Source: an optimization exercise on an open RTL-to-GDS flow (aim: small area and a short achievable clock period). Production flows keep margins and buffers that such runs may drop.
Where RTL was checked, it was by simulation tests only, not by an equivalence proof against the original.
No functional check of the RTL was part of run 2.
Power and IR drop assume default switching activity.

$ cat flow/run.sh
#!/bin/bash
# The standard layout (the standard.sh, unchanged synthesis and steps),
# with two changes:
#  - the port buffers that global placement inserts on every input and output
#    are sky130_fd_sc_hd__buf_2 instead of the default clkdlybuf4s50_1 delay
#    cell;
#  - clock tree synthesis inserts no dummy load cells, and builds the tree
#    from small clock buffers.
set -euo pipefail
export BUFFER_PORTS_ARGS="-buffer_cell sky130_fd_sc_hd__buf_2"
export CTS_ARGS="-sink_clustering_enable -repair_clock_nets -dont_use_dummy_load -root_buf sky130_fd_sc_hd__clkbuf_16 -buf_list {sky130_fd_sc_hd__clkbuf_2} -sink_clustering_size 8"
bash standard.sh > standard.log 2>&1
$ cat standard.sh
#!/bin/bash
# synth_recipe.tcl (not shown) runs the flow's synth.tcl, then flattens the netlist and writes it again
# the make line also repeats each setting of config.mk as NAME=value (left out here)
make -C /OpenROAD-flow-scripts/flow DESIGN_CONFIG=/design/flow/config.mk WORK_HOME=/design/flow/orfs CLKGATE_MAP_FILE= SYNTH_SCRIPT=/design/flow/synth_recipe.tcl "${@:-finish}"
$ cat config.mk
export PLATFORM = sky130hd
export DESIGN_NAME = Processor_with_Power_Gating
export DESIGN_NICKNAME = Processor_with_Power_Gating
export VERILOG_FILES = /design/flow/design.v
export SDC_FILE = /design/flow/constraint.sdc
export NUM_CORES = 4
export LEC_CHECK = 0
export CAP_MARGIN = 20
export CORE_MARGIN = 2
export CORE_UTILIZATION = 40
export SLEW_MARGIN = 20
$ cat constraint.sdc
create_clock -name core_clock -period 90.0 [get_ports {clk}]
set_input_delay 18.0000 -clock core_clock [delete_from_list [all_inputs] [get_ports {clk}]]
set_output_delay 18.0000 -clock core_clock [all_outputs]
set_load 0.01 [all_outputs]
$ cat design.v
module pg_ctrl(
    input  wire clk,
    input  wire reset,
    input  wire active,
    output reg  idle_detect,
    output reg  power_gated,
    output wire clk_en
);
    assign clk_en = ~power_gated;
    reg [2:0] idle_counter;
    wire [2:0] count_next = (idle_counter == 3'd7) ? 3'd7 : idle_counter + 3'd1;
    always @(posedge clk or posedge reset) begin
        if (reset) begin
            idle_counter <= 3'd0;
            idle_detect  <= 1'b0;
            power_gated  <= 1'b0;
        end else begin
            idle_counter <= active ? 3'd0 : count_next;
            idle_detect  <= ~active & (idle_counter >= 3'd5);
            power_gated  <= ~active & (idle_counter == 3'd7);
        end
    end
endmodule
module ALU_with_power_gating(
    input  wire clk,
    input  wire reset,
    input  wire [3:0] A,
    input  wire [3:0] B,
    input  wire [2:0] opcode,
    output reg  [3:0] result,
    output wire idle_detect,
    output wire power_gated,
    output wire clk_en
);
    reg [3:0] prev_A, prev_B;
    reg [2:0] prev_opcode;
    reg [3:0] alu_out;
    wire activity_detected = (A != prev_A) || (B != prev_B) || (opcode != prev_opcode);
    wire [3:0] g  = A & B;           
    wire [3:0] t  = A | B;           
    wire [3:0] gb = ~A & B;          
    wire [3:0] tb = ~A | B;          
    wire [3:0] x  = A ^ B;
    wire [3:0] c, bw;
    assign c[0]  = 1'b0;
    assign c[1]  = g[0];
    assign c[2]  = g[1] | (t[1] & g[0]);
    assign c[3]  = g[2] | (t[2] & g[1]) | (t[2] & t[1] & g[0]);
    assign bw[0] = 1'b0;
    assign bw[1] = gb[0];
    assign bw[2] = gb[1] | (tb[1] & gb[0]);
    assign bw[3] = gb[2] | (tb[2] & gb[1]) | (tb[2] & tb[1] & gb[0]);
    wire [3:0] arith = x ^ (opcode[0] ? bw : c);
    wire [3:0] logic_r = opcode[0] ? t : g;
    wire [3:0] shift = opcode[0] ? {1'b0, A[3:1]} : {A[2:0], 1'b0};
    wire [3:0] unary = opcode[0] ? ~A : x;
    always @(*) begin
        case (opcode[2:1])
            2'b00: alu_out = arith;
            2'b01: alu_out = logic_r;
            2'b10: alu_out = unary;
            default: alu_out = shift;
        endcase
    end
    always @(posedge clk or posedge reset) begin
        if (reset) begin
            prev_A      <= 4'b0000;
            prev_B      <= 4'b0000;
            prev_opcode <= 3'b000;
            result      <= 4'b0000;
        end else begin
            prev_A      <= A;
            prev_B      <= B;
            prev_opcode <= opcode;
            result      <= alu_out;
        end
    end
    pg_ctrl ctrl (
        .clk(clk), .reset(reset), .active(activity_detected),
        .idle_detect(idle_detect), .power_gated(power_gated), .clk_en(clk_en)
    );
endmodule
module Memory_with_power_gating(
    input  wire clk,
    input  wire reset,
    input  wire [3:0] addr,
    input  wire [7:0] data_in,
    input  wire write_en,
    input  wire req_valid,
    output reg  [7:0] data_out,
    output wire idle_detect,
    output wire power_gated,
    output wire clk_en
);
    reg [7:0]  mem [0:15];
    reg [15:0] valid;
    reg [3:0] prev_addr;
    reg [7:0] prev_data_in;
    reg       prev_write_en;
    wire activity_detected = req_valid || (addr != prev_addr) ||
                             (data_in != prev_data_in) || (write_en != prev_write_en);
    wire [3:0] lo   = 4'd1 << addr[1:0];
    wire [3:0] hi   = 4'd1 << addr[3:2];
    wire       wr   = req_valid & write_en;
    wire       rd   = req_valid & ~write_en;
    wire [3:0] hi_w = hi & {4{wr}};
    wire [3:0] hi_r = hi & {4{rd}};
    wire [15:0] we_w, rd_sel;
    genvar w;
    generate
        for (w = 0; w < 16; w = w + 1) begin : word
            assign we_w[w]   = lo[w % 4] & hi_w[w / 4];
            assign rd_sel[w] = lo[w % 4] & hi_r[w / 4] & valid[w];
        end
    endgenerate
    reg  [7:0]  data_out_next;
    integer j;
    always @(*) begin
        data_out_next = ({8{wr}} & data_in) | ({8{~req_valid}} & data_out);
        for (j = 0; j < 16; j = j + 1)
            data_out_next = data_out_next | (mem[j] & {8{rd_sel[j]}});
    end
    integer m;
    always @(posedge clk) begin
        for (m = 0; m < 16; m = m + 1)
            if (we_w[m])
                mem[m] <= data_in;
    end
    always @(posedge clk or posedge reset) begin
        if (reset) begin
            data_out      <= 8'd0;
            valid         <= 16'd0;
            prev_addr     <= 4'd0;
            prev_data_in  <= 8'd0;
            prev_write_en <= 1'b0;
        end else begin
            data_out <= data_out_next;
            valid <= valid | we_w;
            prev_addr     <= addr;
            prev_data_in  <= data_in;
            prev_write_en <= write_en;
        end
    end
    pg_ctrl ctrl (
        .clk(clk), .reset(reset), .active(activity_detected),
        .idle_detect(idle_detect), .power_gated(power_gated), .clk_en(clk_en)
    );
endmodule
module IO_with_power_gating(
    input  wire clk,
    input  wire reset,
    input  wire [7:0] io_in,
    input  wire write_en,
    input  wire read_request,
    output reg  [7:0] io_out,
    output wire idle_detect,
    output wire power_gated,
    output wire clk_en
);
    reg [7:0] prev_io_in;
    wire activity_detected = write_en || read_request || (io_in != prev_io_in);
    always @(posedge clk or posedge reset) begin
        if (reset) begin
            io_out     <= 8'b00000000;
            prev_io_in <= 8'b00000000;
        end else begin
            if (write_en)
                io_out <= io_in;
            prev_io_in <= io_in;
        end
    end
    pg_ctrl ctrl (
        .clk(clk), .reset(reset), .active(activity_detected),
        .idle_detect(idle_detect), .power_gated(power_gated), .clk_en(clk_en)
    );
endmodule
module pmc_rca #(parameter W = 8) (
    input  wire [W-1:0] a,
    input  wire [W-1:0] b,
    input  wire         ci,
    output wire [W-1:0] s,
    output wire         co
);
    wire [W:0] c;
    assign c[0] = ci;
    genvar i;
    generate
        for (i = 0; i < W; i = i + 1) begin : bit_
            assign s[i]   = a[i] ^ b[i] ^ c[i];
            assign c[i+1] = (a[i] & b[i]) | (a[i] & c[i]) | (b[i] & c[i]);
        end
    endgenerate
    assign co = c[W];
endmodule
module pmc_div_step(
    input  wire [8:0] p,
    input  wire [7:0] tneg,
    output wire       q,
    output wire [7:0] r
);
    wire [7:0] s;
    wire       co;
    pmc_rca #(8) sub (.a(p[7:0]), .b(tneg), .ci(1'b0), .s(s), .co(co));
    assign q = p[8] | co;
    assign r = q ? s : p[7:0];
endmodule
module Power_Management_Controller(
    input  wire clk,
    input  wire reset,
    input  wire alu_idle,
    input  wire mem_idle,
    input  wire io_idle,
    input  wire alu_power_gated,
    input  wire mem_power_gated,
    input  wire io_power_gated,
    output reg  system_power_save_mode,
    output wire [1:0] active_modules_count,
    output wire [7:0] power_efficiency_metric
);
    reg  [7:0]  total_neg;
    reg  [12:0] gated25;
    reg  [6:0]  metric;
    reg  [1:0]  gated_units;
    assign active_modules_count = ~gated_units;
    assign power_efficiency_metric = {1'b0, metric};
    wire [7:0]  total_neg_next = (total_neg != 8'd1) ? total_neg - 8'd1 : total_neg;
    wire [12:0] gated25_next   = (system_power_save_mode && gated25 != 13'd6375) ?
                                 gated25 + 13'd25 : gated25;
    reg  [7:0]  div_r;
    reg  [2:0]  div_q;
    wire [14:0] num_next = {gated25_next, 2'b00};
    wire [8:0]  p6 = num_next[14:6];
    wire        q6, q5, q4;
    wire [7:0]  r6, r5, r4;
    pmc_div_step st6 (.p(p6),                 .tneg(total_neg_next), .q(q6), .r(r6));
    pmc_div_step st5 (.p({r6, num_next[5]}),  .tneg(total_neg_next), .q(q5), .r(r5));
    pmc_div_step st4 (.p({r5, num_next[4]}),  .tneg(total_neg_next), .q(q4), .r(r4));
    wire [14:0] num = {gated25, 2'b00};
    wire        q3, q2, q1, q0;
    wire [7:0]  r3, r2, r1, r0;
    pmc_div_step st3 (.p({div_r, num[3]}), .tneg(total_neg), .q(q3), .r(r3));
    pmc_div_step st2 (.p({r3, num[2]}),    .tneg(total_neg), .q(q2), .r(r2));
    pmc_div_step st1 (.p({r2, num[1]}),    .tneg(total_neg), .q(q1), .r(r1));
    pmc_div_step st0 (.p({r1, num[0]}),    .tneg(total_neg), .q(q0), .r(r0));
    always @(posedge clk or posedge reset) begin
        if (reset) begin
            system_power_save_mode <= 1'b0;
            gated_units            <= 2'b00;
            metric                 <= 7'd0;
            total_neg              <= 8'h00;
            gated25                <= 13'd0;
            div_r                  <= 8'd0;
            div_q                  <= 3'd0;
        end else begin
            total_neg <= total_neg_next;
            gated25   <= gated25_next;
            gated_units <= {1'b0, alu_power_gated} + {1'b0, mem_power_gated} + {1'b0, io_power_gated};
            system_power_save_mode <= alu_power_gated & mem_power_gated & io_power_gated;
            div_r  <= r4;
            div_q  <= {q6, q5, q4};
            metric <= {div_q, q3, q2, q1, q0};
        end
    end
endmodule
module Processor_with_Power_Gating(
    input  wire clk,
    input  wire reset,
    input  wire [3:0] alu_a,
    input  wire [3:0] alu_b,
    input  wire [2:0] alu_opcode,
    output wire [3:0] alu_result,
    input  wire [3:0] mem_addr,
    input  wire [7:0] mem_data_in,
    input  wire mem_write_en,
    input  wire mem_req_valid,
    output wire [7:0] mem_data_out,
    input  wire [7:0] io_in,
    input  wire io_write_en,
    input  wire io_read_request,
    output wire [7:0] io_out,
    output wire alu_idle,
    output wire mem_idle,
    output wire io_idle,
    output wire alu_power_gated,
    output wire mem_power_gated,
    output wire io_power_gated,
    output wire system_power_save_mode,
    output wire [1:0] active_modules_count,
    output wire [7:0] power_efficiency_metric,
    output wire alu_clk_en,
    output wire mem_clk_en,
    output wire io_clk_en
);
    ALU_with_power_gating alu_inst (
        .clk(clk),
        .reset(reset),
        .A(alu_a),
        .B(alu_b),
        .opcode(alu_opcode),
        .result(alu_result),
        .idle_detect(alu_idle),
        .power_gated(alu_power_gated),
        .clk_en(alu_clk_en)
    );
    Memory_with_power_gating mem_inst (
        .clk(clk),
        .reset(reset),
        .addr(mem_addr),
        .data_in(mem_data_in),
        .write_en(mem_write_en),
        .req_valid(mem_req_valid),
        .data_out(mem_data_out),
        .idle_detect(mem_idle),
        .power_gated(mem_power_gated),
        .clk_en(mem_clk_en)
    );
    IO_with_power_gating io_inst (
        .clk(clk),
        .reset(reset),
        .io_in(io_in),
        .write_en(io_write_en),
        .read_request(io_read_request),
        .io_out(io_out),
        .idle_detect(io_idle),
        .power_gated(io_power_gated),
        .clk_en(io_clk_en)
    );
    Power_Management_Controller pmc_inst (
        .clk(clk),
        .reset(reset),
        .alu_idle(alu_idle),
        .mem_idle(mem_idle),
        .io_idle(io_idle),
        .alu_power_gated(alu_power_gated),
        .mem_power_gated(mem_power_gated),
        .io_power_gated(io_power_gated),
        .system_power_save_mode(system_power_save_mode),
        .active_modules_count(active_modules_count),
        .power_efficiency_metric(power_efficiency_metric)
    );
endmodule
==> results of run 1 <==
-- placed cells by master (no fill, tap or decap), types with 3 or more instances in the layout --
master     count
a211oi_1       4
a21oi_1       15
a221oi_1      15
a222oi_1      16
a22o_1         8
a22oi_1       33
a31oi_1        3
and3_1        24
buf_2         75
buf_4          3
clkbuf_16      5
clkbuf_2      56
dfrtp_1      125
edfxtp_1     128
fa_1          41
ha_1          29
inv_1         73
mux2_2        19
mux2i_1       13
nand2_1       31
nand2b_1       4
nand3_1       14
nand3b_1       4
nand4_1       11
nor2_1        63
nor2b_1       12
nor3_1         9
nor3b_1        5
nor4_1        10
o21ai_0       20
o31ai_1        3
or2_2         18
xnor2_1       22
xor2_1        31
-- worst paths after layout --
kind	from	endpoint	slack [ps]	depth (start not counted)
worst min register to register	pmc_inst.div_q[0]	pmc_inst.metric[4]	350	0
worst max register to register	pmc_inst.total_neg[2]	pmc_inst.div_r[7]	77440	39
worst min-delay path	pmc_inst.div_q[0]	pmc_inst.metric[4]	350	0
min in group asynchronous	reset	alu_inst.result[2]	17640	2
worst max-delay path	mem_write_en	mem_inst.mem[0][2]	70280	4
max in group asynchronous	reset	pmc_inst.div_r[1]	71200	3
-- synth_stat cells, types with 20 or more instances --
| master | n | share of area [%] |
|---|---|---|
| fa_1 | 41 | 7.0 |
| and3_1 | 24 | 1.3 |
| xnor2_1 | 22 | 1.6 |
| inv_1 | 74 | 2.4 |
| nor2_1 | 63 | 2.0 |
| ha_1 | 29 | 3.1 |
| clkbuf_1 | 28 | 0.90 |
| xor2_1 | 31 | 2.3 |
| a22oi_1 | 33 | 2.1 |
| o21ai_0 | 20 | 0.85 |
| edfxtp_1 | 128 | 33 |
| nand2_1 | 31 | 0.99 |
| dfrtp_1 | 125 | 27 |
-- final cells by class --
cell class / instances / area, um2 / share of cell area, %
Clock buffer: 61 / 405 / 3.15
Inverter: 76 / 290 / 2.26
Multi-Input combinational cell: 516 / 4320 / 33.6
Sequential cell: 253 / 6970 / 54.2
Tap cell: 384 / 480 / 3.74
Timing Repair Buffer: 78 / 398 / 3.09
-- worst max-delay path, cell delays in order --
cell	delay, ps
buf_2	160
and2_1	480
or3b_2	540
nor2_1	630
-- layer usage --
layer	share of wire [%]	vias to the layer above
met1	44	3682
met2	46	333
li1	-	3364
met3	7.1	71
met5	0	-
met4	3.0	0
-- registers in the layout (all words and copies together), names as in the netlist, 7 cells and up --
signal / count
io_inst.io_out: 8
io_inst.prev_io_in: 8
mem_inst.mem: 128
pmc_inst.div_r: 8
pmc_inst.total_neg: 8
mem_inst.data_out: 8
pmc_inst.metric: 7
mem_inst.prev_data_in: 8
pmc_inst.gated25: 13
mem_inst.valid: 16
-- per-stage QoR --
stage	hold WS (ps)	std cells	utilization (%)	worst slack, ps	cell area [um2]
2_1_floorplan	331	878	-	68670	11700
3_3_place_gp	334	1307	43.3	69860	12500
4_1_cts	357	1368	44.7	70350	12900
6_report	352	1368	44.7	70280	12900
3_5_place_dp	341	1307	43.3	69860	12500
5_1_grt	360	1368	44.7	70240	12900
-- report_power, final --
part           switching, mW  leakage (nW)  internal (mW)
Sequential           0.00243          2.72          0.126
Clock                 0.0409         0.294         0.0266
Combinational        0.00828          2.42        0.00524
Total                 0.0516          5.43          0.158
-- kinds of logic after synthesis --
kind of cell | after synthesis
buffers and inverters | 109
other | 1
AND/OR/NAND/NOR | 218
adder cells (fa/ha/maj) | 71
multiplexers | 37
AO/OA/AOI/OAI | 136
flip-flops | 253
XOR/XNOR | 53
==> metrics.csv, run 1 <==
stage,metric,value,unit
synth,synth warn,6,
worst_setup_path,crit path launch type,input pin,
timing,endpoints failing hold,0,
floorplan,die area,0.0307,mm2
power_and_ir_drop,Design Power,0.209,mW
routing,total number of vias,7450,
floorplan,Row Count,62,
floorplan,Die Ht,175,um
grt,met3 GRT Util,3.83,%
clocking,cts repair resizes,0,
synth,"Distinct cells, synth",67,
place,IO buf count,75,
grt,met1 usage,26.1,%
grt,vias in the first global route,7730,
routing,wire per inst,20.4,um
timing,fin crit share,21.9,%
routing,via density per instance,5.45,
synth,cells after synthesis,878,
routing,initial DRC count,656,
clocking,# Post-CTS Setup Buffers,0,
timing,"Setup violations, final",0,
grt,first-pass GRT wire length,44.5,mm
worst_setup_path,Critical Path AT,19820,ps
synth,Synth Area in Simple Gates,9.84,%
hold_path,Worst Hold Class,register to register,
synth,Post-synth EDFFs,128,
grt,GR Util All Layers,18.9,%
job,number of max-cap violations,0,
synth,syn_nets,985,
timing,RSZ-0062 raised after global routing,false,
place,routability congestion estimate,0.962,
power_and_ir_drop,power per cell area,16.3,mW/mm2
synth,adder-cell share of the synthesized area,10.2,%
power_and_ir_drop,leakage,5.43,nW
place,placed wire-length estimate,19.4,mm
synth,post-synthesis sequential area ratio,59.5,%
grt,pin count of the biggest net entering global routing,82,
timing,setup_tns,0,ps
timing,Period minus WS final,19720,ps
worst_setup_path,critical path type,input pin to register,
clocking,clk latency of the worst-skew pair,480,ps
floorplan,CORE AREA,0.0288,mm2
clocking,hold buffer count at cts,0,
final_layout,# fillers,2615,
synth,main combinational cell family by area after synthesis,adder cells,
final_layout,layout cells sized above 1,19.7,%
synth,"Cell Area, Synth",0.0117,mm2
synth,Yosys reg bits,253,
synth,Compound-Gate Fraction of Synth Area,9.07,%
synth,Main synth FF type,edfxtp_1,
grt,met2 Use GR,29.8,%
clocking,CTS Buffer Depth,3,
routing,Final ANT Viol Nets,0,
worst_setup_path,crit path max fanout,12,
synth,Mapped Avg Cell Area,13.3,um2
grt,GRT Max-Usage Layer,met2,
routing,DRC violations left,0,
clocking,H-tree depth,2,
clocking,Num CTS Buffers,61,
clocking,TritonCTS clock tree,done,
routing,DRT Wirelength,28.0,mm
clocking,clock sinks,253,
floorplan,die width,175,um
timing,Slew HR,26.0,%
final_layout,fin nets,1093,
floorplan,Initial Utilization,40.7,%
clocking,Root Driver,clkbuf_16,
timing,clock skew,39.7,ps
floorplan,# IOs,77,
routing,Detailed Routing Iterations Pass 1,6,
synth,xor and xnor area share after synthesis,3.96,%
outcome,status,timing/DRC/antenna clean,
synth,proportion of synthesized area in mux cells,3.77,%
grt,initial antenna violation count,0,
timing,Slew @ Worst Pin,1110,ps
clocking,clk slew on worst S/H paths,70,ps
synth,Async SR Flop Fraction,49.4,%
worst_setup_path,CP endpoint kind,register,
final_layout,Layout area overhead,9.85,%
grt,global route overflow,0,
final_layout,Ant. Diodes,0,
worst_setup_path,Worst Path Required,90100,ps
timing,Max Transition Viols Final,0,
timing,Fmax achieved,0.0507,GHz
power_and_ir_drop,maximum vdd ir drop,8.33,uV
==> run 2: changes to the inputs <==
--- a/design.v
+++ b/design.v
@@ -105,3 +105,3 @@
     wire       rd   = req_valid & ~write_en;
-    wire [3:0] hi_w = hi & {4{wr}};
+    wire [3:0] lo_w = lo & {4{wr}};
     wire [3:0] hi_r = hi & {4{rd}};
@@ -111,3 +111,3 @@
         for (w = 0; w < 16; w = w + 1) begin : word
-            assign we_w[w]   = lo[w % 4] & hi_w[w / 4];
+            assign we_w[w]   = lo_w[w % 4] & hi[w / 4];
             assign rd_sel[w] = lo[w % 4] & hi_r[w / 4] & valid[w];
--- a/flow/run.sh
+++ b/flow/run.sh
@@ -10,3 +10,3 @@
 export BUFFER_PORTS_ARGS="-buffer_cell sky130_fd_sc_hd__buf_2"
-export CTS_ARGS="-sink_clustering_enable -repair_clock_nets -dont_use_dummy_load -root_buf sky130_fd_sc_hd__clkbuf_16 -buf_list {sky130_fd_sc_hd__clkbuf_2} -sink_clustering_size 8"
+export CTS_ARGS="-sink_clustering_enable -repair_clock_nets -dont_use_dummy_load -root_buf sky130_fd_sc_hd__clkbuf_16 -buf_list {sky130_fd_sc_hd__clkbuf_2}"
 bash standard.sh > standard.log 2>&1
==> metrics.csv, run 2 <==
stage,metric,value,unit
outcome,status,timing/DRC/antenna clean,
synth,"top cells by count, synth","edfxtp_1 (128), dfrtp_1 (125), inv_1 (76), nor2_1 (48), fa_1 (41)",
routing,via density per instance,5.46,
final_layout,layout cells sized above 1,20.4,%
routing,total number of vias,7440,
final_layout,"commonest non-fill, non-tap cells in the layout","edfxtp_1 (128), dfrtp_1 (125), inv_1 (75), buf_2 (75), clkbuf_2 (58)",
timing,endpoints failing hold,0,
routing,Detailed Routing Iterations Pass 1,6,
final_layout,"commonest non-fill, non-tap cell in the layout",edfxtp_1,
clocking,# Post-CTS Setup Buffers,0,
place,IO buf count,75,
clocking,hold buffer count at cts,0,
synth,Async SR Flop Fraction,49.4,%
synth,post-synthesis sequential area ratio,59.9,%
worst_setup_path,crit path max fanout,12,
final_layout,Layout area overhead,11.1,%
synth,Yosys top cell area share,33.0,%
synth,Main synth FF type,edfxtp_1,
grt,first-pass GRT wire length,43.3,mm
clocking,TritonCTS clock tree,done,
grt,vias in the first global route,7652,
floorplan,Die Ht,175,um
hold_path,Worst Hold Class,register to register,
timing,clock skew,64.6,ps
clocking,clk slew on worst S/H paths,90,ps
final_layout,top flop regs,"mem_inst.mem x128, mem_inst.valid x16, pmc_inst.gated25 x13",
floorplan,die area,0.0305,mm2
synth,synth top area cells,"edfxtp_1 (33%), dfrtp_1 (27%), fa_1 (7.0%), ha_1 (3.1%), xor2_1 (2.6%)",
final_layout,Largest Register,mem_inst.mem,
synth,"Distinct cells, synth",67,
floorplan,# IOs,77,
timing,Fmax achieved,0.0512,GHz
timing,fin crit share,21.7,%
synth,Post-synth EDFFs,128,
place,placed wire-length estimate,18.7,mm
worst_setup_path,CP endpoint kind,register,
power_and_ir_drop,maximum vdd ir drop,8.54,uV
grt,global route overflow,0,
timing,"Setup violations, final",0,
clocking,clock sinks,253,
synth,"Cell Area, Synth",0.0116,mm2
clocking,CTS Buffer Depth,3,
synth,Yosys top cell by area,edfxtp_1,
grt,initial antenna violation count,1,
power_and_ir_drop,Design Power,0.218,mW
clocking,Root Driver,clkbuf_16,
clocking,cts repair resizes,0,
synth,Yosys reg bits,253,
grt,GR Util All Layers,18.5,%
place,routability congestion estimate,0.920,
routing,initial DRC count,721,
synth,top-count cell post-synth,edfxtp_1,
worst_setup_path,crit path launch type,input pin,
final_layout,fin nets,1087,
job,number of max-cap violations,0,
floorplan,die width,175,um
routing,Final ANT Viol Nets,0,
timing,Slew @ Worst Pin,1040,ps
clocking,Num CTS Buffers,67,
worst_setup_path,Worst Path Required,90110,ps
clocking,H-tree depth,3,
routing,wire per inst,20.1,um
timing,RSZ-0062 raised after global routing,false,
timing,Period minus WS final,19540,ps
clocking,clk latency of the worst-skew pair,500,ps
synth,Mapped Avg Cell Area,13.5,um2
synth,synth warn,6,
grt,pin count of the biggest net entering global routing,64,
floorplan,Row Count,62,
routing,DRT Wirelength,27.3,mm
power_and_ir_drop,power per cell area,16.9,mW/mm2
synth,syn_nets,971,
floorplan,CORE AREA,0.0287,mm2
routing,DRC violations left,0,
timing,setup_tns,0,ps
power_and_ir_drop,leakage,5.47,nW
final_layout,max reg flops,128,
synth,cells after synthesis,864,
timing,Slew HR,30.3,%
worst_setup_path,Critical Path AT,19650,ps
timing,Max Transition Viols Final,0,
floorplan,Initial Utilization,40.6,%
worst_setup_path,critical path type,input pin to register,
## run 2: cell count changes after synthesis, sizes merged, moves of 4 or more
cell    before  now
nor2        65   48
xor2        31   35
nor3        10   16
a22oi       33   26
nor3b        5    1
xnor2       22   18
nand2       31   27
a221oi      16   21
mux2        21   25
o21ai       21   16
## run 2: routing by layer
| metal | vias to the layer above | routed length, um | track usage, % |
|---|---|---|---|
| li1 | 3378 | - | - |
| met5 | - | 13 | 0 |
| met3 | 46 | 2630 | 4.68 |
| met4 | 2 | 618 | 7.47 |
| met1 | 3645 | 12100 | 26.4 |
| met2 | 369 | 12000 | 27.2 |
## run 2: cells by family (layout without fill, tap and decap cells)
| kind of cell | after synthesis | after routing | share of synthesized area [%] |
|---|---|---|---|
| adders and majority gates | 71 | 71 | 10.3 |
| DFF | 253 | 253 | 59.9 |
| other | 1 | 2 | 0.0322 |
| buffers and inverters | 111 | 225 | 3.70 |
| AOI/OAI and AO/OA | 138 | 138 | 9.14 |
| and+or+nand+nor | 199 | 199 | 9.20 |
| muxes | 38 | 38 | 3.82 |
| xor gates and xnor gates | 53 | 53 | 3.99 |
## run 2: area by class of cell
| type | count | area [um2] |
|---|---|---|
| fill | 2665 | 15800 |
| timing repair buffer | 81 | 420 |
| inverter | 77 | 294 |
| sequential | 253 | 6970 |
| antenna | 1 | 2.50 |
| multi-input combinational | 500 | 4250 |
| clock buffer | 67 | 515 |
| tap | 384 | 480 |
## run 2: power breakdown
group	internal [mW]	leakage (nW)	switching [mW]	total [mW]
registers	0.126	2.72	0.00223	0.128
clock network	0.0350	0.352	0.0418	0.0768
logic	0.00524	2.40	0.00815	0.0134
total	0.166	5.47	0.0522	0.218
## run 2: final timing paths
path | startpoint | end | slack, ps | cells after the start
worst max-delay path | mem_req_valid | mem_inst.mem[5][6] | 70460 | 4
worst min-delay path | pmc_inst.div_q[0] | pmc_inst.metric[4] | 320 | 0
worst max register to register | pmc_inst.total_neg[2] | pmc_inst.div_r[0] | 77850 | 42
worst min register to register | pmc_inst.div_q[0] | pmc_inst.metric[4] | 320 | 0
max in group asynchronous | reset | pmc_inst.div_q[0] | 71130 | 3
min in group asynchronous | reset | io_inst.prev_io_in[0] | 17590 | 2
## run 2: critical path, stage by stage
cell and delay, ps:
buf_2 160, and2_1 450, nand2_1 210, nor2_1 820
## run 2: metrics by stage
stage                     cells  hold WS [ps]  setup slack (ps)  cell area (um2)  utilization, %
after floorplan             864           331             68670            11600               -
after global placement     1295           332             69920            12400            43.2
after detailed placement   1295           336             69860            12400            43.2
after CTS                  1362           318             70340            12900            45.0
after global routing       1362           336             70400            12900            45.1
final                      1363           316             70460            12900            45.1
==> run 3: changes to the inputs <==
--- a/design.v
+++ b/design.v
@@ -4,3 +4,3 @@
     input  wire active,
-    output reg  idle_detect,
+    output wire idle_detect,
     output reg  power_gated,
@@ -8,4 +8,5 @@
 );
-    assign clk_en = ~power_gated;
     reg [2:0] idle_counter;
+    assign idle_detect = idle_counter[2] & idle_counter[1];
+    assign clk_en      = ~power_gated;
     wire [2:0] count_next = (idle_counter == 3'd7) ? 3'd7 : idle_counter + 3'd1;
@@ -14,3 +15,2 @@
             idle_counter <= 3'd0;
-            idle_detect  <= 1'b0;
             power_gated  <= 1'b0;
@@ -18,3 +18,2 @@
             idle_counter <= active ? 3'd0 : count_next;
-            idle_detect  <= ~active & (idle_counter >= 3'd5);
             power_gated  <= ~active & (idle_counter == 3'd7);
@@ -215,3 +214,3 @@
     input  wire io_power_gated,
-    output reg  system_power_save_mode,
+    output wire system_power_save_mode,
     output wire [1:0] active_modules_count,
@@ -224,2 +223,3 @@
     assign active_modules_count = ~gated_units;
+    assign system_power_save_mode = gated_units[1] & gated_units[0];
     assign power_efficiency_metric = {1'b0, metric};
@@ -246,3 +246,2 @@
         if (reset) begin
-            system_power_save_mode <= 1'b0;
             gated_units            <= 2'b00;
@@ -257,3 +256,2 @@
             gated_units <= {1'b0, alu_power_gated} + {1'b0, mem_power_gated} + {1'b0, io_power_gated};
-            system_power_save_mode <= alu_power_gated & mem_power_gated & io_power_gated;
             div_r  <= r4;
--- a/config.mk
+++ b/config.mk
@@ -9,3 +9,3 @@
 export CORE_MARGIN = 2
-export CORE_UTILIZATION = 40
+export CORE_UTILIZATION = 65
 export SLEW_MARGIN = 20
==> metrics.csv, run 3 <==
stage,metric,value,unit
synth,Yosys top cell by area,edfxtp_1,
power_and_ir_drop,leakage,5.36,nW
grt,initial antenna violation count,0,
synth,synth warn,6,
timing,Slew HR,24.3,%
worst_setup_path,Worst Path Required,90310,ps
worst_setup_path,critical path type,input pin to register,
worst_setup_path,Critical Path AT,20070,ps
timing,fin crit share,22.0,%
synth,Yosys reg bits,249,
floorplan,CORE AREA,0.0174,mm2
grt,pin count of the biggest net entering global routing,84,
grt,met2 Use GR,45.3,%
routing,total number of vias,7550,
timing,clock skew,42.3,ps
clocking,Root Driver,clkbuf_16,
grt,met3 GRT Util,6.00,%
final_layout,"commonest non-fill, non-tap cells in the layout","edfxtp_1 (128), dfrtp_1 (121), buf_2 (75)",
grt,GRT Max-Usage Layer,met2,
timing,Slew @ Worst Pin,1130,ps
clocking,CTS Buffer Depth,3,
synth,top-count cell post-synth,edfxtp_1,
place,DP Area,0.0121,mm2
routing,wire per inst,21.8,um
clocking,# Post-CTS Setup Buffers,0,
clocking,Num CTS Buffers,59,
floorplan,die width,137,um
final_layout,Largest Register,mem_inst.mem,
clocking,clock sinks,249,
synth,Mapped Avg Cell Area,13.5,um2
final_layout,fin nets,1067,
routing,via density per instance,6.37,
hold_path,Worst Hold Class,register to register,
power_and_ir_drop,Design Power,0.203,mW
final_layout,layout cells sized above 1,20.5,%
synth,Async SR Flop Fraction,48.6,%
synth,synth top area cells,"edfxtp_1 (33%), dfrtp_1 (26%), fa_1 (7.1%), ha_1 (2.8%), inv_1 (2.2%)",
final_layout,Layout area overhead,8.28,%
timing,Max Transition Viols Final,0,
routing,DRT Wirelength,25.9,mm
final_layout,"commonest non-fill, non-tap cell in the layout",edfxtp_1,
routing,DRC violations left,0,
final_layout,top flop regs,"mem_inst.mem x128, mem_inst.valid x16, pmc_inst.gated25 x13",
timing,RSZ-0062 raised after global routing,false,
grt,global route overflow,0,
grt,met1 usage,42.0,%
routing,Detailed Routing Iterations Pass 1,9,
clocking,TritonCTS clock tree,done,
clocking,clk slew on worst S/H paths,80,ps
timing,"Setup violations, final",0,
clocking,clk latency of the worst-skew pair,480,ps
worst_setup_path,CP endpoint kind,register,
synth,"Cell Area, Synth",0.0115,mm2
timing,setup_tns,0,ps
synth,"Distinct cells, synth",65,
grt,vias in the first global route,7642,
timing,Period minus WS final,19760,ps
power_and_ir_drop,maximum vdd ir drop,13.3,uV
routing,Final ANT Viol Nets,0,
synth,syn_nets,961,
final_layout,Ant. Diodes,0,
floorplan,die area,0.0188,mm2
final_layout,Final Core Density,72.0,%
clocking,cts repair resizes,0,
place,placed cells,1127,
final_layout,max reg flops,128,
worst_setup_path,crit path max fanout,10,
final_layout,Final Instance Area,0.0125,mm2
routing,initial DRC count,873,
place,placed wire-length estimate,18.3,mm
clocking,hold buffer count at cts,0,
grt,GR Util All Layers,29.1,%
outcome,status,timing/DRC/antenna clean,
timing,endpoints failing hold,0,
timing,worst hold slack,350,ps
power_and_ir_drop,power per cell area,16.3,mW/mm2
synth,cells after synthesis,857,
floorplan,Row Count,48,
clocking,H-tree depth,2,
timing,Fmax achieved,0.0506,GHz
place,IO buf count,75,
worst_setup_path,crit path launch type,input pin,
timing,Final WS setup,70240,ps
floorplan,# IOs,77,
synth,Post-synth EDFFs,128,
synth,Yosys top cell area share,33.3,%
floorplan,Initial Utilization,66.5,%
place,routability congestion estimate,1.02,
grt,first-pass GRT wire length,41.1,mm
synth,post-synthesis sequential area ratio,59.5,%
floorplan,Die Ht,137,um
synth,Main synth FF type,edfxtp_1,
place,dpl ws,69870,ps
final_layout,Finished Layout Cells,1186,
job,number of max-cap violations,0,
synth,"top cells by count, synth","edfxtp_1 (128), dfrtp_1 (121), inv_1 (67), nor2_1 (52), fa_1 (41)",
-- run 3: per-layer routing --
layer / part of all wire (%) / vias to the layer above
met5: 0 / -
met4: 2.4 / 0
met3: 10 / 66
met2: 47 / 454
met1: 40 / 3726
li1: - / 3304
-- run 3: layout make-up --
cell class,instances,area (um2)
flip-flops and latches,249,6870
fillers,1179,4850
multi-input cells,506,4280
repair buffers,80,420
clock buffers,59,395
well taps,225,282
inverters,67,254
-- run 3: where the power goes --
| group | switching, mW | internal (mW) |
|---|---|---|
| logic | 0.00810 | 0.00527 |
| registers | 0.00228 | 0.124 |
| clock network | 0.0377 | 0.0260 |
| total | 0.0480 | 0.155 |
-- run 3: worst paths after layout --
check                                         start                    to  slack (ps)  cells past startpoint
worst max-delay path                    mem_addr[2]  mem_inst.data_out[4]       70240                      8
worst min-delay path              pmc_inst.div_q[1]    pmc_inst.metric[5]         350                      0
worst max register to register  pmc_inst.gated25[1]    pmc_inst.metric[0]       77390                     38
worst min register to register    pmc_inst.div_q[1]    pmc_inst.metric[5]         350                      0
max in group asynchronous                     reset   pmc_inst.gated25[8]       71280                      3
min in group asynchronous                     reset     io_inst.io_out[5]       17550                      2
-- run 3: critical path, cell delays in order --
cell      delay (ps)
buf_2            220
nand2b_1         260
nor2_1           120
and3_1           370
a22o_1           310
a221oi_1         440
and3_1           240
nand4_1          100
-- run 3: logic make-up after synthesis --
| kind of cell | count (synthesis) | share of synthesized area, % |
|---|---|---|
| other | 1 | 0.0325 |
| DFF | 249 | 59.5 |
| muxes | 43 | 4.59 |
| xor gates and xnor gates | 55 | 4.17 |
| buffers and inverters | 102 | 3.51 |
| AOI/OAI and AO/OA | 129 | 8.55 |
| and+or+nand+nor | 210 | 9.63 |
| adders and majority gates | 68 | 10.0 |
==> run 4: changes to the inputs <==
--- a/config.mk
+++ b/config.mk
@@ -9,3 +9,3 @@
 export CORE_MARGIN = 2
-export CORE_UTILIZATION = 65
+export CORE_UTILIZATION = 80
 export SLEW_MARGIN = 20
==> metrics.csv, run 4 <==
stage,metric,value,unit
outcome,status,timing/DRC/antenna clean,
worst_setup_path,Critical Path AT,19780,ps
place,dpl ws,69860,ps
synth,Post-synth EDFFs,128,
worst_setup_path,Worst Path Required,90100,ps
timing,Slew @ Worst Pin,1130,ps
synth,post-synthesis sequential area ratio,59.5,%
routing,via density per instance,7.01,
synth,"Cell Area, Synth",0.0115,mm2
power_and_ir_drop,maximum vdd ir drop,12.8,uV
synth,Async SR Flop Fraction,48.6,%
routing,DRT Wirelength,28.7,mm
synth,Main synth FF type,edfxtp_1,
routing,total number of vias,7976,
final_layout,fin nets,1063,
final_layout,# fillers,587,
grt,GRT Max-Usage Layer,met2,
clocking,TritonCTS clock tree,done,
clocking,CTS Buffer Depth,3,
grt,pin count of the biggest net entering global routing,68,
synth,Mapped Avg Cell Area,13.5,um2
floorplan,Die Ht,124,um
synth,Yosys reg bits,249,
clocking,# Post-CTS Setup Buffers,0,
routing,Final ANT Viol Nets,0,
floorplan,# IOs,77,
synth,"top cells by count, synth","edfxtp_1 (128), dfrtp_1 (121), inv_1 (67), nor2_1 (52), fa_1 (41)",
grt,first-pass GRT wire length,44.3,mm
final_layout,"commonest non-fill, non-tap cell in the layout",edfxtp_1,
timing,Slew HR,24.1,%
final_layout,max reg flops,128,
synth,"Distinct cells, synth",65,
final_layout,"commonest non-fill, non-tap cells in the layout","edfxtp_1 (128), dfrtp_1 (121), buf_2 (75)",
worst_setup_path,Crit path buffers/inverters,1,
worst_setup_path,critical path type,input pin to register,
grt,met2 Use GR,62.5,%
clocking,hold buffer count at cts,0,
final_layout,top flop regs,"mem_inst.mem x128, mem_inst.valid x16, pmc_inst.gated25 x13",
routing,wire per inst,25.2,um
place,routability congestion estimate,0.986,
clocking,clk latency of the worst-skew pair,490,ps
timing,Fmax achieved,0.0508,GHz
clocking,clk slew on worst S/H paths,100,ps
timing,setup_tns,0,ps
timing,Final WS setup,70320,ps
power_and_ir_drop,power per cell area,16.4,mW/mm2
floorplan,die area,0.0154,mm2
final_layout,layout cells sized above 1,20.3,%
worst_setup_path,CP endpoint kind,register,
timing,Max Transition Viols Final,0,
synth,syn_nets,961,
timing,clock skew,45.8,ps
floorplan,die width,124,um
floorplan,CORE AREA,0.0140,mm2
worst_setup_path,crit path max fanout,12,
grt,global route overflow,0,
routing,DRC violations left,0,
grt,GR Util All Layers,39.5,%
timing,"Setup violations, final",0,
final_layout,Largest Register,mem_inst.mem,
timing,fin crit share,21.9,%
timing,RSZ-0062 raised after global routing,false,
clocking,H-tree depth,2,
job,number of max-cap violations,0,
routing,initial DRC count,1177,
final_layout,Ant. Diodes,0,
clocking,cts repair resizes,0,
routing,Detailed Routing Iterations Pass 1,9,
timing,Period minus WS final,19680,ps
synth,Yosys top cell by area,edfxtp_1,
worst_setup_path,crit-path cells,buf_2 > and2_1 > nand2_1 > nor2_1,
synth,Yosys top cell area share,33.3,%
floorplan,Row Count,43,
worst_setup_path,crit path launch type,input pin,
grt,initial antenna violation count,0,
grt,vias in the first global route,8237,
floorplan,Initial Utilization,82.6,%
grt,met1 usage,53.0,%
synth,cells after synthesis,857,
clocking,clock sinks,249,
synth,synth top area cells,"edfxtp_1 (33%), dfrtp_1 (26%), fa_1 (7.1%), ha_1 (2.8%), inv_1 (2.2%)",
place,IO buf count,75,
place,placed cells,1080,
synth,synth warn,6,
synth,top-count cell post-synth,edfxtp_1,
final_layout,Layout area overhead,7.55,%
power_and_ir_drop,Design Power,0.204,mW
timing,endpoints failing hold,0,
worst_setup_path,Crit path largest cell delay,900,ps
clocking,Num CTS Buffers,57,
place,placed wire-length estimate,18.8,mm
hold_path,Worst Hold Class,register to register,
power_and_ir_drop,leakage,5.34,nW
clocking,Root Driver,clkbuf_16,
final_layout,Finished Layout Cells,1137,
grt,met3 GRT Util,10.6,%
worst_setup_path,Top Family by Delay on Critical Path,simple AND/OR/NAND/NOR gates,
worst_setup_path,CP max-delay cell,nor2_1,
[run 4: cell types whose count changed in the layout (fill, tap and decap cells not counted)]
cell      delta
buf_6        -2
clkbuf_2     -2
nor3_1       -1
nor3_2       +1
[run 4: routing by layer]
layer / routed length [um] / vias up
met5: 0 / -
met1: 10200 / 3881
met4: 1120 / 0
met2: 13800 / 686
met3: 3560 / 119
li1: - / 3290
[run 4: layout make-up]
cell class | instances | area [um2] | area share (%)
timing repair buffer | 78 | 398 | 3.20
tap | 180 | 225 | 1.81
sequential | 249 | 6870 | 55.3
clock buffer | 57 | 385 | 3.10
inverter | 67 | 254 | 2.04
multi-input combinational | 506 | 4290 | 34.5
[run 4: logic make-up (layout without fill, tap and decap cells)]
kind of cell,after synthesis,in the layout,synth area share (%)
and+or+nand+nor,210,210,9.63
AOI/OAI and AO/OA,129,129,8.55
xor gates and xnor gates,55,55,4.17
other,1,1,0.0325
muxes,43,43,4.59
DFF,249,249,59.5
buffers and inverters,102,202,3.51
adders and majority gates,68,68,10.0
[run 4: power by group]
group,leakage (nW),switching [mW],total (mW),internal [mW]
Combinational,2.40,0.00872,0.0140,0.00526
Clock,0.278,0.0383,0.0637,0.0254
Sequential,2.66,0.00226,0.126,0.124
[run 4: path summary, 6_finish.rpt]
kind | start | end | slack (ps) | cells past startpoint
worst max register to register | pmc_inst.total_neg[0] | pmc_inst.metric[0] | 77220 | 38
worst min-delay path | pmc_inst.div_q[1] | pmc_inst.metric[5] | 360 | 0
max in group asynchronous | reset | pmc_inst.total_neg[6] | 71030 | 3
worst max-delay path | mem_req_valid | mem_inst.mem[9][5] | 70320 | 4
worst min register to register | pmc_inst.div_q[1] | pmc_inst.metric[5] | 360 | 0
min in group asynchronous | reset | io_inst.io_out[0] | 17640 | 2
[run 4: metrics by stage]
stage	hold WS, ps	area, um2	util (%)
after detailed placement	339	12000	85.9
final	355	12400	88.8
after floorplan	331	11500	-
after global placement	340	12000	85.9
after global routing	358	12400	88.8
after CTS	346	12400	88.7
[run 4: worst register-to-register path, delay by kind of cell, from the launching register on]
| kind | cells | cell delay, ps |
|---|---|---|
| AO/OA/AOI/OAI | 7 | 1630 |
| adder cells (fa/ha/maj) | 21 | 8430 |
| buffers and inverters | 6 | 780 |
| flip-flops | 1 | 520 |
| multiplexers | 2 | 740 |
| AND/OR/NAND/NOR | 2 | 550 |
==> run 5: changes to the inputs <==
--- a/config.mk
+++ b/config.mk
@@ -9,3 +9,3 @@
 export CORE_MARGIN = 2
-export CORE_UTILIZATION = 80
+export CORE_UTILIZATION = 40
 export SLEW_MARGIN = 20
==> metrics.csv, run 5 <==
stage,metric,value,unit
outcome,status,timing/DRC/antenna clean,
final_layout,Layout area overhead,11.1,%
synth,cells after synthesis,857,
routing,WL met2,11.9,mm
final_layout,"commonest non-fill, non-tap cell in the layout",edfxtp_1,
hold_path,Hold Path Cell Cnt,0,
timing,Final WS setup,70420,ps
power_and_ir_drop,Clk pwr share,35.4,%
final_layout,Final Instance Area,0.0128,mm2
clocking,cts repair resizes,0,
grt,GR Util All Layers,18.8,%
synth,synth top area cells,"edfxtp_1 (33%), dfrtp_1 (26%), fa_1 (7.1%), ha_1 (2.8%), inv_1 (2.2%)",
clocking,Root Driver,clkbuf_16,
grt,global route overflow,0,
power_and_ir_drop,maximum vdd ir drop,10.7,uV
synth,Async SR Flop Fraction,48.6,%
timing,Fmax achieved,0.0511,GHz
timing,Slew @ Worst Pin,1070,ps
worst_setup_path,Critical Path AT,19680,ps
power_and_ir_drop,Comb pwr share,6.2,%
final_layout,max reg flops,128,
clocking,TritonCTS clock tree,done,
timing,Slew HR,28.5,%
worst_setup_path,Crit path largest cell delay,850,ps
final_layout,# fillers,2644,
floorplan,Initial Utilization,40.5,%
place,DP Area,0.0123,mm2
final_layout,"commonest non-fill, non-tap cells in the layout","edfxtp_1 (128), dfrtp_1 (121), buf_2 (75)",
worst_setup_path,CP max-delay cell,nor2_1,
power_and_ir_drop,power per cell area,16.8,mW/mm2
clocking,clock sinks,249,
routing,top sig layer,met5,
routing,Detailed Routing Iterations Pass 1,6,
worst_setup_path,crit-path cells,buf_2 > and2_1 > nand2_1 > nor2_1,
routing,initial DRC count,747,
timing,setup_tns,0,ps
grt,first-pass GRT wire length,43.6,mm
clocking,clk slew on worst S/H paths,70,ps
worst_setup_path,CP endpoint kind,register,
worst_setup_path,Crit path buffers/inverters,1,
floorplan,die area,0.0302,mm2
routing,wire per inst,20.1,um
place,routability congestion estimate,0.913,
routing,DR WL met3,2.47,mm
synth,syn_nets,961,
clocking,Num CTS Buffers,67,
synth,Mapped Avg Cell Area,13.5,um2
routing,Final ANT Viol Nets,0,
final_layout,Largest Register,mem_inst.mem,
power_and_ir_drop,net switching power,0.0518,mW
power_and_ir_drop,leakage,5.43,nW
place,placed wire-length estimate,18.7,mm
routing,DRC violations left,0,
floorplan,Die Ht,174,um
clocking,CTS Buffer Depth,3,
timing,"Setup violations, final",0,
grt,initial antenna violation count,1,
hold_path,Worst Hold Class,register to register,
routing,DRT Wirelength,27.2,mm
worst_setup_path,R2R setup slack,77570,ps
timing,clock skew,44.5,ps
clocking,H-tree depth,3,
timing,Max Transition Viols Final,0,
timing,RSZ-0062 raised after global routing,false,
synth,synth warn,6,
synth,Post-synth EDFFs,128,
floorplan,Row Count,62,
job,number of max-cap violations,0,
final_layout,fin nets,1077,
worst_setup_path,cells on worst reg2reg path,38,
place,dpl ws,69860,ps
synth,"Cell Area, Synth",0.0115,mm2
synth,top-count cell post-synth,edfxtp_1,
synth,"top cells by count, synth","edfxtp_1 (128), dfrtp_1 (121), inv_1 (67), nor2_1 (52), fa_1 (41)",
clocking,clk latency of the worst-skew pair,500,ps
clocking,# Post-CTS Setup Buffers,0,
worst_setup_path,Worst Path Required,90100,ps
worst_setup_path,crit path max fanout,12,
floorplan,CORE AREA,0.0285,mm2
routing,routed length on met1,12.0,mm
synth,Yosys reg bits,249,
synth,Yosys top cell area share,33.3,%
final_layout,layout cells sized above 1,21.2,%
worst_setup_path,Top Family by Delay on Critical Path,simple AND/OR/NAND/NOR gates,
worst_setup_path,crit path launch type,input pin,
timing,Period minus WS final,19580,ps
power_and_ir_drop,Sw Share,24.0,%
grt,vias in the first global route,7772,
synth,"Distinct cells, synth",65,
routing,total number of vias,7366,
synth,Yosys top cell by area,edfxtp_1,
timing,fin crit share,21.8,%
floorplan,die width,174,um
floorplan,# IOs,77,
synth,post-synthesis sequential area ratio,59.5,%
power_and_ir_drop,Seq pwr share,58.4,%
timing,endpoints failing hold,0,
place,IO buf count,75,
final_layout,Final Core Density,44.9,%
final_layout,top flop regs,"mem_inst.mem x128, mem_inst.valid x16, pmc_inst.gated25 x13",
final_layout,Ant. Diodes,0,
power_and_ir_drop,P_int,0.164,mW
worst_setup_path,Worst path depth,4,
grt,pin count of the biggest net entering global routing,62,
clocking,hold buffer count at cts,0,
synth,Main synth FF type,edfxtp_1,
routing,via density per instance,5.44,
worst_setup_path,critical path type,input pin to register,
==> run 5: cell counts after synthesis <==
No cell type changed its count.
==> run 5: cell families after synthesis <==
family                   share of synthesized area [%]
AO/OA/AOI/OAI                                     8.55
other                                           0.0325
multiplexers                                      4.59
buffers and inverters                             3.51
adder cells (fa/ha/maj)                           10.0
XOR/XNOR                                          4.17
AND/OR/NAND/NOR                                   9.63
flip-flops                                        59.5
==> run 5: stage by stage <==
step                hold WS, ps  std cells  power (mW)
global route                361       1355       0.227
detailed placement          338       1288       0.142
floorplan                   331        857       0.135
CTS                         353       1355       0.219
global placement            338       1288       0.142
finish                      345       1355       0.216
==> run 5: final timing paths <==
kind                                       startpoint                    end
worst max-delay path                     mem_write_en     mem_inst.mem[9][5]
worst min-delay path                pmc_inst.div_q[2]     pmc_inst.metric[6]
max in group asynchronous                       reset  pmc_inst.total_neg[2]
worst max register to register  pmc_inst.total_neg[0]     pmc_inst.metric[0]
min in group asynchronous                       reset      mem_inst.valid[2]
worst min register to register      pmc_inst.div_q[2]     pmc_inst.metric[6]
==> run 5: cell type report <==
class	instances	area [um2]	area share, %
timing repair buffer	82	428	3.34
inverter	67	256	2.00
clock buffer	67	515	4.02
sequential	249	6870	53.6
multi-input combinational	506	4280	33.3
tap	384	480	3.75
==> run 5: power groups by stage <==
stage / registers [mW] / logic (mW) / clock network [mW]
after global placement: 0.129 / 0.0132 / 0
after floorplan: 0.128 / 0.00737 / 0
after detailed placement: 0.128 / 0.0136 / 0
after CTS: 0.126 / 0.0136 / 0.0797
after global routing: 0.126 / 0.0150 / 0.0851
final: 0.126 / 0.0134 / 0.0764
==> run 5: layer usage <==
metal  vias to the layer above  GRT usage, %
met3                        75          5.01
met4                         2          7.88
met1                      3603          26.4
met2                       371          27.7
met5                         -             0
li1                       3315             -
==> run 6: changes to the inputs <==
--- a/flow/run.sh
+++ b/flow/run.sh
@@ -10,3 +10,3 @@
 export BUFFER_PORTS_ARGS="-buffer_cell sky130_fd_sc_hd__buf_2"
-export CTS_ARGS="-sink_clustering_enable -repair_clock_nets -dont_use_dummy_load -root_buf sky130_fd_sc_hd__clkbuf_16 -buf_list {sky130_fd_sc_hd__clkbuf_2}"
+export CTS_ARGS="-sink_clustering_enable -repair_clock_nets -dont_use_dummy_load -root_buf sky130_fd_sc_hd__clkbuf_8 -buf_list {sky130_fd_sc_hd__clkbuf_2}"
 bash standard.sh > standard.log 2>&1
--- a/config.mk
+++ b/config.mk
@@ -9,3 +9,3 @@
 export CORE_MARGIN = 2
-export CORE_UTILIZATION = 40
-export SLEW_MARGIN = 20
+export CORE_UTILIZATION = 65
+export SLEW_MARGIN = 45
==> metrics.csv, run 6 <==
stage,metric,value,unit
outcome,status,timing/DRC/antenna clean,
synth,Compound-Gate Fraction of Synth Area,8.55,%
hold_path,Worst Hold End,pmc_inst.metric[4],
clocking,# Post-CTS Setup Buffers,0,
timing,clock skew,62.3,ps
routing,initial DRC count,813,
synth,syn_nets,961,
hold_path,hold path start,pmc_inst.div_q[0],
worst_setup_path,Worst Path Required,90410,ps
synth,"top cells by count, synth","edfxtp_1 (128), dfrtp_1 (121), inv_1 (67), nor2_1 (52), fa_1 (41)",
floorplan,Initial Utilization,66.5,%
grt,first-pass GRT wire length,41.0,mm
timing,Max Transition Viols Final,0,
timing,setup_tns,0,ps
synth,proportion of synthesized area in mux cells,4.59,%
floorplan,die width,137,um
timing,endpoints failing hold,0,
worst_setup_path,FF-to-FF Start,pmc_inst.total_neg[0],
final_layout,Layout area overhead,8.03,%
power_and_ir_drop,maximum vdd ir drop,10.1,uV
worst_setup_path,crit path max fanout,10,
grt,met3 GRT Util,8.43,%
synth,Yosys top cell area share,33.3,%
grt,global route overflow,0,
final_layout,"commonest non-fill, non-tap cell in the layout",edfxtp_1,
worst_setup_path,cells on worst reg2reg path,38,
grt,met1 usage,39.5,%
worst_setup_path,Crit Reg-Reg Endpoint,pmc_inst.metric[0],
timing,"Setup violations, final",0,
synth,adder-cell share of the synthesized area,10.0,%
worst_setup_path,CP dominant cell by count,and3_1,
timing,worst hold slack,338,ps
worst_setup_path,crit path launch type,input pin,
clocking,TritonCTS clock tree,done,
synth,cells after synthesis,857,
worst_setup_path,Crit path largest cell delay,380,ps
worst_setup_path,crit-path cells,buf_2 > nand2b_1 > nor2_1 > and3_1 > a22o_1 > a221oi_1 > and3_1 > nand4_1,
clocking,CTS Buffer Depth,3,
routing,DRT Wirelength,26.0,mm
synth,Main synth FF type,edfxtp_1,
synth,xor and xnor area share after synthesis,4.17,%
synth,Async SR Flop Fraction,48.6,%
final_layout,layout cells sized above 1,21.7,%
final_layout,Largest Register,mem_inst.mem,
timing,Period minus WS final,19690,ps
grt,met2 Use GR,45.5,%
worst_setup_path,CP Launch Point,mem_addr[2],
final_layout,max reg flops,128,
timing,fin crit share,21.9,%
timing,Fmax achieved,0.0508,GHz
final_layout,Final Core Density,71.9,%
synth,synth top area cells,"edfxtp_1 (33%), dfrtp_1 (26%), fa_1 (7.1%), ha_1 (2.8%), inv_1 (2.2%)",
final_layout,fin nets,1065,
clocking,Num CTS Buffers,58,
grt,vias in the first global route,7622,
synth,synth warn,6,
hold_path,Worst Hold Class,register to register,
final_layout,# fillers,1205,
timing,Slew HR,48.4,%
routing,Detailed Routing Iterations Pass 1,8,
clocking,clock sinks,249,
worst_setup_path,CP max-delay cell,and3_1,
synth,"Cell Area, Synth",0.0115,mm2
worst_setup_path,critical path type,input pin to register,
worst_setup_path,R2R setup slack,77440,ps
final_layout,Finished Layout Cells,1184,
worst_setup_path,CP endpoint kind,register,
grt,pin count of the biggest net entering global routing,84,
synth,Post-synth EDFFs,128,
floorplan,Die Ht,137,um
worst_setup_path,Critical Path AT,20090,ps
routing,DRC violations left,0,
synth,Yosys reg bits,249,
place,IO buf count,75,
routing,total number of vias,7356,
routing,via density per instance,6.21,
clocking,hold buffer count at cts,0,
timing,Slew @ Worst Pin,774,ps
clocking,clk latency of the worst-skew pair,540,ps
synth,"Distinct cells, synth",65,
clocking,cts repair resizes,0,
place,placed wire-length estimate,18.2,mm
clocking,clk slew on worst S/H paths,100,ps
final_layout,Ant. Diodes,0,
routing,wire per inst,22.0,um
timing,RSZ-0062 raised after global routing,false,
grt,initial antenna violation count,0,
synth,main combinational cell family by area after synthesis,adder cells,
synth,Mapped Avg Cell Area,13.5,um2
floorplan,# IOs,77,
floorplan,die area,0.0188,mm2
clocking,H-tree depth,2,
grt,GRT Max-Usage Layer,met2,
floorplan,CORE AREA,0.0174,mm2
final_layout,top flop regs,"mem_inst.mem x128, mem_inst.valid x16, pmc_inst.gated25 x13",
synth,post-synthesis sequential area ratio,59.5,%
grt,GR Util All Layers,29.2,%
power_and_ir_drop,Design Power,0.198,mW
clocking,Root Driver,clkbuf_8,
routing,Final ANT Viol Nets,0,
power_and_ir_drop,power per cell area,15.9,mW/mm2
synth,top-count cell post-synth,edfxtp_1,
final_layout,"commonest non-fill, non-tap cells in the layout","edfxtp_1 (128), dfrtp_1 (121), buf_2 (75)",
power_and_ir_drop,leakage,5.33,nW
hold_path,Hold Path Cell Cnt,0,
floorplan,Row Count,48,
place,placed cells,1126,
synth,Yosys top cell by area,edfxtp_1,
place,routability congestion estimate,1.02,
synth,Synth Area in Simple Gates,9.63,%
job,number of max-cap violations,0,
## run 6: cell families after synthesis
kind of cell	count (synthesis)
AO/OA/AOI/OAI	129
XOR/XNOR	55
adder cells (fa/ha/maj)	68
buffers and inverters	102
flip-flops	249
multiplexers	43
other	1
AND/OR/NAND/NOR	210
## run 6: worst max-delay path: cells and delay by family
family	cells	cell delay [ps]
AOI/OAI and AO/OA	2	680
buffers and inverters	1	240
and+or+nand+nor	5	1160
## run 6: cell type report
type	instances	area [um2]	area share (%)
clock buffers	58	334	2.68
well taps	225	282	2.26
repair buffers	79	412	3.30
flip-flops and latches	249	6870	55.1
multi-input cells	506	4320	34.7
inverters	67	254	2.04
## run 6: metal layers
| metal | part of all wire, % | routed length (um) |
|---|---|---|
| met1 | 40 | 10500 |
| met2 | 47 | 12200 |
| met3 | 10 | 2640 |
| met4 | 2.6 | 684 |
| met5 | 0 | 0 |
## run 6: metrics by stage
stage / worst slack, ps / cell area [um2]
3_5_place_dp: 69830 / 12100
5_1_grt: 70190 / 12500
6_report: 70310 / 12500
2_1_floorplan: 68790 / 11500
3_3_place_gp: 69940 / 12100
4_1_cts: 70390 / 12500
## run 6: power breakdown
part	internal, mW	total (mW)	switching [mW]
sequential	0.124	0.126	0.00230
combinational	0.00529	0.0135	0.00820
clock	0.0207	0.0583	0.0376
## run 6: how the worst max path moves through the flow
stage / end / slack, ps / depth (start not counted)
final: mem_inst.data_out[4] / 70310 / 8
after global routing: mem_inst.data_out[4] / 70190 / 8
after CTS: mem_inst.data_out[4] / 70390 / 8
after detailed placement: mem_inst.data_out[4] / 69830 / 8
after global placement: mem_inst.mem[1][2] / 69940 / 4
after floorplan: alu_inst.ctrl.idle_counter[0] / 68790 / 1
==> run 7: changes to the inputs <==
--- a/config.mk
+++ b/config.mk
@@ -10,2 +10,2 @@
 export CORE_UTILIZATION = 65
-export SLEW_MARGIN = 45
+export SLEW_MARGIN = 20
==> metrics.csv, run 7 <==
stage,metric,value,unit
synth,Mapped Avg Cell Area,13.5,um2
grt,vias in the first global route,7649,
timing,Slew HR,27.0,%
final_layout,Layout area overhead,7.79,%
floorplan,# IOs,77,
place,placed cells,1127,
timing,setup_tns,0,ps
clocking,CTS Buffer Depth,3,
clocking,# Post-CTS Setup Buffers,0,
place,routability congestion estimate,1.02,
routing,Detailed Routing Iterations Pass 1,8,
worst_setup_path,crit path launch type,input pin,
grt,pin count of the biggest net entering global routing,84,
final_layout,Final Core Density,71.7,%
clocking,H-tree depth,2,
floorplan,Row Count,48,
place,DP Area,0.0121,mm2
grt,initial antenna violation count,0,
clocking,clk slew on worst S/H paths,80,ps
synth,Async SR Flop Fraction,48.6,%
worst_setup_path,Critical Path AT,20060,ps
timing,endpoints failing hold,0,
floorplan,CORE AREA,0.0174,mm2
place,IO buf count,75,
routing,total number of vias,7553,
power_and_ir_drop,P_int,0.150,mW
grt,GR Util All Layers,29.2,%
worst_setup_path,CP endpoint kind,register,
power_and_ir_drop,Design Power,0.198,mW
power_and_ir_drop,Sw Share,24.0,%
synth,syn_nets,961,
clocking,clk latency of the worst-skew pair,540,ps
floorplan,die width,137,um
clocking,Num CTS Buffers,59,
final_layout,fin nets,1067,
floorplan,Initial Utilization,66.5,%
grt,first-pass GRT wire length,41.2,mm
floorplan,Die Ht,137,um
final_layout,"commonest non-fill, non-tap cells in the layout","edfxtp_1 (128), dfrtp_1 (121), buf_2 (75)",
timing,fin crit share,21.9,%
worst_setup_path,critical path type,input pin to register,
clocking,hold buffer count at cts,0,
synth,"top cells by count, synth","edfxtp_1 (128), dfrtp_1 (121), inv_1 (67), nor2_1 (52), fa_1 (41)",
synth,Post-synth EDFFs,128,
power_and_ir_drop,Clk pwr share,29.3,%
synth,post-synthesis sequential area ratio,59.5,%
synth,Yosys top cell area share,33.3,%
final_layout,"commonest non-fill, non-tap cell in the layout",edfxtp_1,
timing,Period minus WS final,19680,ps
routing,Final ANT Viol Nets,0,
clocking,Root Driver,clkbuf_8,
synth,Yosys reg bits,249,
final_layout,layout cells sized above 1,20.5,%
final_layout,top flop regs,"mem_inst.mem x128, mem_inst.valid x16, pmc_inst.gated25 x13",
timing,clock skew,63.2,ps
timing,Fmax achieved,0.0508,GHz
routing,wire per inst,21.9,um
clocking,clock sinks,249,
final_layout,Final Instance Area,0.0124,mm2
final_layout,Finished Layout Cells,1186,
power_and_ir_drop,leakage,5.33,nW
final_layout,Ant. Diodes,0,
timing,Slew @ Worst Pin,1090,ps
grt,global route overflow,0,
synth,synth top area cells,"edfxtp_1 (33%), dfrtp_1 (26%), fa_1 (7.1%), ha_1 (2.8%), inv_1 (2.2%)",
final_layout,# fillers,1195,
routing,DRC violations left,0,
floorplan,die area,0.0188,mm2
synth,"Distinct cells, synth",65,
worst_setup_path,Worst Path Required,90370,ps
synth,"Cell Area, Synth",0.0115,mm2
job,number of max-cap violations,0,
worst_setup_path,crit path max fanout,10,
final_layout,Largest Register,mem_inst.mem,
routing,initial DRC count,910,
routing,via density per instance,6.37,
clocking,cts repair resizes,0,
timing,"Setup violations, final",0,
timing,Max Transition Viols Final,0,
power_and_ir_drop,power per cell area,15.9,mW/mm2
synth,top-count cell post-synth,edfxtp_1,
hold_path,Worst Hold Class,register to register,
clocking,TritonCTS clock tree,done,
place,placed wire-length estimate,18.3,mm
power_and_ir_drop,Seq pwr share,63.9,%
synth,Yosys top cell by area,edfxtp_1,
power_and_ir_drop,maximum vdd ir drop,13.0,uV
power_and_ir_drop,net switching power,0.0475,mW
timing,RSZ-0062 raised after global routing,false,
final_layout,max reg flops,128,
synth,cells after synthesis,857,
power_and_ir_drop,Comb pwr share,6.8,%
outcome,status,timing/DRC/antenna clean,
synth,Main synth FF type,edfxtp_1,
routing,DRT Wirelength,26.0,mm
synth,synth warn,6,
[run 7: cell counts after synthesis]
No cell type changed its count.
[run 7: final timing paths]
kind | start | end | slack, ps | depth (start not counted)
max reg2reg | pmc_inst.gated25[1] | pmc_inst.metric[0] | 77440 | 38
max in group asynchronous | reset | mem_inst.valid[3] | 71290 | 3
min in group asynchronous | reset | io_inst.io_out[1] | 17500 | 2
min reg2reg | pmc_inst.div_q[1] | pmc_inst.metric[5] | 360 | 0
max | mem_addr[2] | mem_inst.data_out[4] | 70320 | 8
min | pmc_inst.div_q[1] | pmc_inst.metric[5] | 360 | 0
[run 7: worst max-delay path, cell delays in order]
cell and delay [ps]:
buf_2 220, nand2b_1 260, nor2_1 130, and3_1 380
a22o_1 310, a221oi_1 410, and3_1 230, nand4_1 100
[run 7: layer usage]
layer / GRT usage, % / routed length, um / up-vias
li1: - / - / 3301
met1: 42.4 / 10600 / 3735
met2: 45.4 / 12100 / 455
met3: 5.74 / 2590 / 62
met4: 9.11 / 597 / 0
met5: 0 / 0 / -
[run 7: cells by family after synthesis]
family,synth area share (%)
adders and majority gates,10.0
AOI/OAI and AO/OA,8.55
other,0.0325
xor gates and xnor gates,4.17
and+or+nand+nor,9.63
buffers and inverters,3.51
DFF,59.5
muxes,4.59
[run 7: area by class of cell]
class	count	area [um2]	share of cell area [%]
Timing Repair Buffer	80	420	3.38
Multi-Input combinational cell	506	4280	34.4
Tap cell	225	282	2.26
Sequential cell	249	6870	55.2
Clock buffer	59	339	2.72
Inverter	67	254	2.04
[run 7: power by group through the flow]
stage / Clock, mW / Sequential [mW] / Combinational, mW
2_1_floorplan: 0 / 0.128 / 0.00737
3_3_place_gp: 0 / 0.128 / 0.0127
3_5_place_dp: 0 / 0.129 / 0.0134
4_1_cts: 0.0596 / 0.126 / 0.0134
5_1_grt: 0.0648 / 0.126 / 0.0147
6_report: 0.0580 / 0.126 / 0.0134
[run 7: stage by stage]
step	setup slack, ps	hold WS [ps]
floorplan	68790	331
global placement	69940	334
detailed placement	69870	341
CTS	70400	356
global route	70220	365
finish	70320	357

-- port drivers added, routing unchanged --
How much do the figures lean on ideal ports? The routed layouts below were timed once more, with nothing changed but the port constraints. Step 1 sets driving cells, clkbuf_16 on the clock port and buf_2 on the other inputs (assumed; they add their load-dependent delay and slew). Step 2 adds t to the input delays and takes it off the output delays; t is the mean of the earliest and latest rising clock arrival at the registers after step 1. Input paths then give back, and output paths get back, about the clock's delay inside the block. a / b / c = ideal ports / drivers / drivers and shift; a / b = the first two.
run	shift t [ns]	setup WS [ns]	hold slack, ns	worst setup path after step 2	clock arrival spread, ns
run 1	0.514	70.285 / 70.307 / 69.793	0.352 / 0.352 / 0.352	input to register	0.050 / 0.050
run 2	0.519	70.464 / 70.490 / 69.971	0.316 / 0.316 / 0.316	input to register	0.078 / 0.078
run 3	0.505	70.241 / 70.259 / 69.754	0.350 / 0.350 / 0.350	input to register	0.051 / 0.052
run 4	0.511	70.316 / 70.317 / 69.806	0.355 / 0.355 / 0.355	input to register	0.056 / 0.056
run 5	0.527	70.422 / 70.421 / 69.894	0.345 / 0.345 / 0.345	input to register	0.046 / 0.046
run 6	0.541	70.313 / 70.319 / 69.778	0.338 / 0.338 / 0.338	input to register	0.068 / 0.069
run 7	0.550	70.317 / 70.328 / 69.778	0.357 / 0.357 / 0.357	input to register	0.068 / 0.068
After both steps every run listed still meets setup and hold. For run 7, which loses most, drivers alone change the setup slack by +0.011 ns; drivers and shift together by -0.539 ns.
